Context: an optimization exercise on an open-source flow, tuned for small area, a short achievable clock period and few clock cycles per item. The choices shown serve that exercise and are no tape-out recipe.
Where RTL was checked, it was by simulation tests only, not by an equivalence proof against the original.

==> job 9669 <==
==> flow/design.v (excerpt) <==
module milestone1 (
    input  logic        CLOCK_50_I,
    input  logic        resetn,
    input  logic        M1_start,
    input  logic [15:0] SRAM_read_data,
    output logic [15:0] SRAM_write_data,
    output logic [17:0] SRAM_address,
    output logic        SRAM_we_n,
    output logic        M1_done
);
Settings: LEC_CHECK=0, CAP_MARGIN=20, CORE_MARGIN=2, CORE_UTILIZATION=40, SLEW_MARGIN=20; clock period 10.5 ns.
run.sh (not shown) runs the stock make flow with config.mk's settings and CLKGATE_MAP_FILE= SYNTH_SCRIPT=/design/flow/synth_recipe.tcl, a recipe that flattens the netlist after the stock synthesis.
==> inputs of job 4245, as changes to job 9669 <==
SETUP_SLACK_MARGIN = 4.5   (was default)
==> results.py <==
metrics = {
    "worst_setup_path": {
        "ff2ff_path_depth": 20,
        "crit_end": "SRAM_write_data[0]",
        "crit-reg2reg-capture": "SRAM_write_data[0]",
    },
    "status": {
        "status": "timing/DRC/antenna clean",
    },
    "global_route": {
        "grt_pass1_vias": 17418,
    },
    "cells_and_area": {
        "multi_input_area_share_pct": 52.3,
        "clock_area_share_pct": 4.19,
        "signal_buffers": 85,
    },
    "place": {
        "placed_cells": 3062,
    },
    "detailed_routing": {
        "drtIter0Drc": 1196,
        "wl_met1_mm": 27.6,
    },
    "timing": {
        "skew_ns": 0.0111,
    },
}
the above is filed under job 9669

==> results.py <==
metrics = {
    "worst_setup_path": {
        "crit_end": "SRAM_write_data[3]",
        "crit-reg2reg-capture": "SRAM_write_data[3]",
        "ff2ff_path_depth": 21,
    },
    "detailed_routing": {
        "wl_met1_mm": 28.6,
        "drtIter0Drc": 1046,
    },
    "global_route": {
        "grt_pass1_vias": 17811,
    },
    "timing": {
        "skew_ns": 0.0135,
    },
    "place": {
        "placed_cells": 3063,
    },
    "status": {
        "status": "timing/DRC/antenna clean",
    },
    "cells_and_area": {
        "clock_area_share_pct": 4.34,
    },
}
the above is filed under job 4245

Function was not checked in any run of this note: the RTL went through the layout flow alone.

* * *

==> job 2021: inputs <==
Another version of the RTL of milestone1 (not shown whole).
export LEC_CHECK = 0
export CAP_MARGIN = 20
export CORE_MARGIN = 2
export CORE_UTILIZATION = 40
export CTS_BUF_LIST = sky130_fd_sc_hd__clkbuf_16
export CTS_CLUSTER_DIAMETER = 80
export CTS_CLUSTER_SIZE = 24
export SETUP_SLACK_MARGIN = 5
export SLEW_MARGIN = 20
export SYNTH_HIERARCHICAL = 1
export SYNTH_MINIMUM_KEEP_SIZE = 0
create_clock -name core_clock -period 10.5 [get_ports {CLOCK_50_I}]
standard.sh (not shown) runs the stock make flow with config.mk's settings and CLKGATE_MAP_FILE= SYNTH_SCRIPT=/design/flow/synth_recipe.tcl, a recipe that flattens the netlist after the stock synthesis.
==> flow/flow/run.sh <==
#!/bin/bash
set -euo pipefail
sed "s/SETUP_SLACK_MARGIN=5 /SETUP_SLACK_MARGIN=7 BUFFER_PORTS_ARGS='-buffer_cell sky130_fd_sc_hd__buf_1' /" standard.sh > standard_m.sh
grep -q 'SETUP_SLACK_MARGIN=7 ' standard_m.sh
bash standard_m.sh > standard_m.log 2>&1
==> inputs of job 4513, as changes to job 2021 <==
--- a/flow/design.v
+++ b/flow/design.v
@@ -16,59 +16,68 @@
 logic        run;          
 logic        pro_n;        
 logic        wr;           
 logic [4:0]  ph;           
 logic [15:0] k;            
 logic [7:0]  jc;           
 logic [17:0] wa;           
-logic [7:0] us [0:5];
-logic [7:0] vs [0:5];
-logic [7:0] ubuf, vbuf;
-wire u_in = !k[0];                  
+logic [7:0] us [0:6];
+logic [7:0] vs [0:6];
 always_ff @(posedge CLOCK_50_I) begin
     if (ph[1]) begin
-        us[0] <= us[1]; us[1] <= us[2]; us[2] <= us[3]; us[3] <= us[4]; us[4] <= us[5];
-        us[5] <= u_in ? SRAM_read_data[15:8] : ubuf;
-        if (u_in) ubuf <= SRAM_read_data[7:0];
-        vs[0] <= vs[1]; vs[1] <= vs[2]; vs[2] <= vs[3]; vs[3] <= vs[4]; vs[4] <= vs[5];
-        vs[5] <= !u_in ? SRAM_read_data[15:8] : vbuf;
-        if (!u_in) vbuf <= SRAM_read_data[7:0];
+        if (!k[0]) begin
+            us[0] <= us[2]; us[1] <= us[3]; us[2] <= us[4]; us[3] <= us[5]; us[4] <= us[6];
+            us[5] <= SRAM_read_data[15:8]; us[6] <= SRAM_read_data[7:0];
+        end else begin
+            vs[0] <= vs[2]; vs[1] <= vs[3]; vs[2] <= vs[4]; vs[3] <= vs[5]; vs[4] <= vs[6];
+            vs[5] <= SRAM_read_data[15:8]; vs[6] <= SRAM_read_data[7:0];
+        end
     end
 end
 logic use_v;                        
-logic c_j0, c_j1, c_j157, c_j158, c_j159, c_n01, c_n89, c_n789;    
+logic c_odd;
+logic sA, sB, sC, sD, sE, sF, sG, sH, sI, sJ, sK, sL;
 wire j0 = (jc == 8'd0), j1 = (jc == 8'd1), j157 = (jc == 8'd157);
 wire j158 = (jc == 8'd158), j159 = (jc == 8'd159);
+wire ne = !jc[0] && !j0 && !j158;
+wire no = jc[0] && !j1 && !j157 && !j159;
 always_ff @(posedge CLOCK_50_I) begin
-    use_v  <= ph[0];
-    c_j0   <= j0;
-    c_j1   <= j1;
-    c_j157 <= j157;
-    c_j158 <= j158;
-    c_j159 <= j159;
-    c_n01  <= !(j0 | j1);
-    c_n89  <= !(j158 | j159);
-    c_n789 <= !(j157 | j158 | j159);
+    use_v <= ph[0];
+    c_odd <= jc[0];
+    sA <= j157 | j159 | no;
+    sB <= j1 | j158 | ne;
+    sC <= j0;
+    sD <= jc[0];
+    sE <= j158 | ne;
+    sF <= !jc[0];
+    sG <= j159;
+    sH <= j1 | j157 | no;
+    sI <= j1 | j157 | j158 | no;
+    sJ <= j0 | ne;
+    sK <= j157 | j158;
+    sL <= j1 | no;
 end
+wire c_j159 = sG;
 wire [7:0] S0 = use_v ? vs[0] : us[0];
 wire [7:0] S1 = use_v ? vs[1] : us[1];
 wire [7:0] S2 = use_v ? vs[2] : us[2];
 wire [7:0] S3 = use_v ? vs[3] : us[3];
 wire [7:0] S4 = use_v ? vs[4] : us[4];
 wire [7:0] S5 = use_v ? vs[5] : us[5];
+wire [7:0] S6 = use_v ? vs[6] : us[6];
 function automatic [7:0] pick(input [3:0] sel, input [7:0] a, input [7:0] b,
                               input [7:0] c, input [7:0] d);
     pick = ({8{sel[0]}} & a) | ({8{sel[1]}} & b) | ({8{sel[2]}} & c) | ({8{sel[3]}} & d);
 endfunction
-wire [7:0] x0 = pick({1'b0, c_j0, c_j1, c_n01}, S0, S1, S2, 8'd0);
-wire [7:0] x1 = c_j0 ? S2 : S1;
-wire [7:0] x2 = S2;
-wire [7:0] x3 = c_j159 ? S2 : S3;
-wire [7:0] x4 = pick({1'b0, c_j159, c_j158, c_n89}, S4, S3, S2, 8'd0);
-wire [7:0] x5 = pick({c_j159, c_j158, c_j157, c_n789}, S5, S4, S3, S2);
+wire [7:0] x0 = pick({1'b0, sC, sB, sA}, S0, S1, S3, 8'd0);
+wire [7:0] x1 = pick({1'b0, sC, sE, sD}, S1, S2, S3, 8'd0);
+wire [7:0] x2 = pick({2'b0, sF, sD}, S2, S3, 8'd0, 8'd0);
+wire [7:0] x3 = pick({1'b0, sF, sH, sG}, S2, S3, S4, 8'd0);
+wire [7:0] x4 = pick({1'b0, sJ, sI, sG}, S2, S4, S5, 8'd0);
+wire [7:0] x5 = pick({sJ, sL, sK, sG}, S2, S4, S5, S6);
 logic [8:0] a1, a2, a3;
 wire [8:0] a1_n, a2_n, a3_n;
 m1_tap u_tap (.x0(x0), .x1(x1), .x2(x2), .x3(x3), .x4(x4), .x5(x5),
     .a1(a1_n), .a2(a2_n), .a3(a3_n));
 always_ff @(posedge CLOCK_50_I) begin
     a1 <= a1_n;
     a2 <= a2_n;
@@ -88,16 +97,16 @@
 m1_filter u_filter (.e1(e1), .e2(e2), .e3(e3), .a3(fa3), .fs(fw));
 logic [7:0] op_y, ylo;
 logic [8:0] op_u, op_v;             
 logic [8:0] fvr;                    
 logic [8:0] w;
 logic [10:0] w3;
 logic isb;                          
-wire [7:0] ue = us[2];              
-wire [7:0] ve = vs[1];              
+wire [7:0] ue = c_odd ? us[2] : us[3];    
+wire [7:0] ve = c_odd ? vs[2] : vs[1];    
 wire [8:0] ue_w = {ue[7], ~ue[7], ue[6:0]};
 wire [8:0] ve_w = {ve[7], ~ve[7], ve[6:0]};
 wire [8:0] w_n = ph[2] ? ue_w : ph[3] ? op_v : ph[4] ? fvr : op_u;
 always_ff @(posedge CLOCK_50_I) begin
     fvr <= fw;
     w   <= w_n;
     w3  <= {2'b0, w_n} + {1'b0, w_n, 1'b0};
==> comparison <==
Job 2021 completed without violations. Job 4513 went through all stages and came out clean.
Critical path depth is the same in job 2021 and job 4513.
Of job 4513 and job 2021, job 2021 has the higher sequential share of layout area (gap 0.27 points).
In job 4513 the routed wire length is larger than in job 2021, by about 4%.
Worst setup slack: job 2021 is lower than job 4513 (0.031 ns).
Of job 2021 and job 4513, job 4513 has the higher first-iteration DRC count (gap 1.1%, measured against job 4513).
Against job 2021, the synthesized cell count of job 4513 is larger by 2.2%.
Of job 4513 and job 2021, job 4513 has the higher via count (gap about 2.4%, measured against job 2021).
In job 4513 the global-route usage is higher than in job 2021, by 0.44 points.
Design area: job 2021 is lower than job 4513 (1.5%).
Testbench counts of job 2021, summed over its fixed seeds: cycles 1,152,162, pixels 460,800.
Testbench counts of job 4513, summed over its fixed seeds: cycles 1,152,162, pixels 460,800.

-- separate check: timing with driven ports --
No port has a modelled driver above. Below, the same layouts with a new extraction and two added sets of constraints. Step 1 sets driving cells, clkbuf_16 on the clock port and buf_2 on the other inputs (assumed; they add their load-dependent delay and slew). Step 2 times the ports against the registers' clock, not the clock port: input delays grow and output delays shrink by t, the midpoint of the rising clock arrivals with the driver on. a / b / c = ideal / step 1 / step 2; a / b = the first two.
run	t (ns)	setup slack, ns	worst slew at a driven data input, ns
job 9669	0.591	3.349 / 3.349 / 3.349	0.11
job 4245	0.608	4.679 / 4.679 / 4.679	0.04
job 2021	0.656	6.981 / 6.981 / 6.788	0.04
job 4513	0.663	7.012 / 7.012 / 6.790	0.09
After both steps every run listed still meets setup and hold. The setup slack of job 4513, which loses most, moves by 0.000 ns with the drivers and by -0.222 ns with both steps.
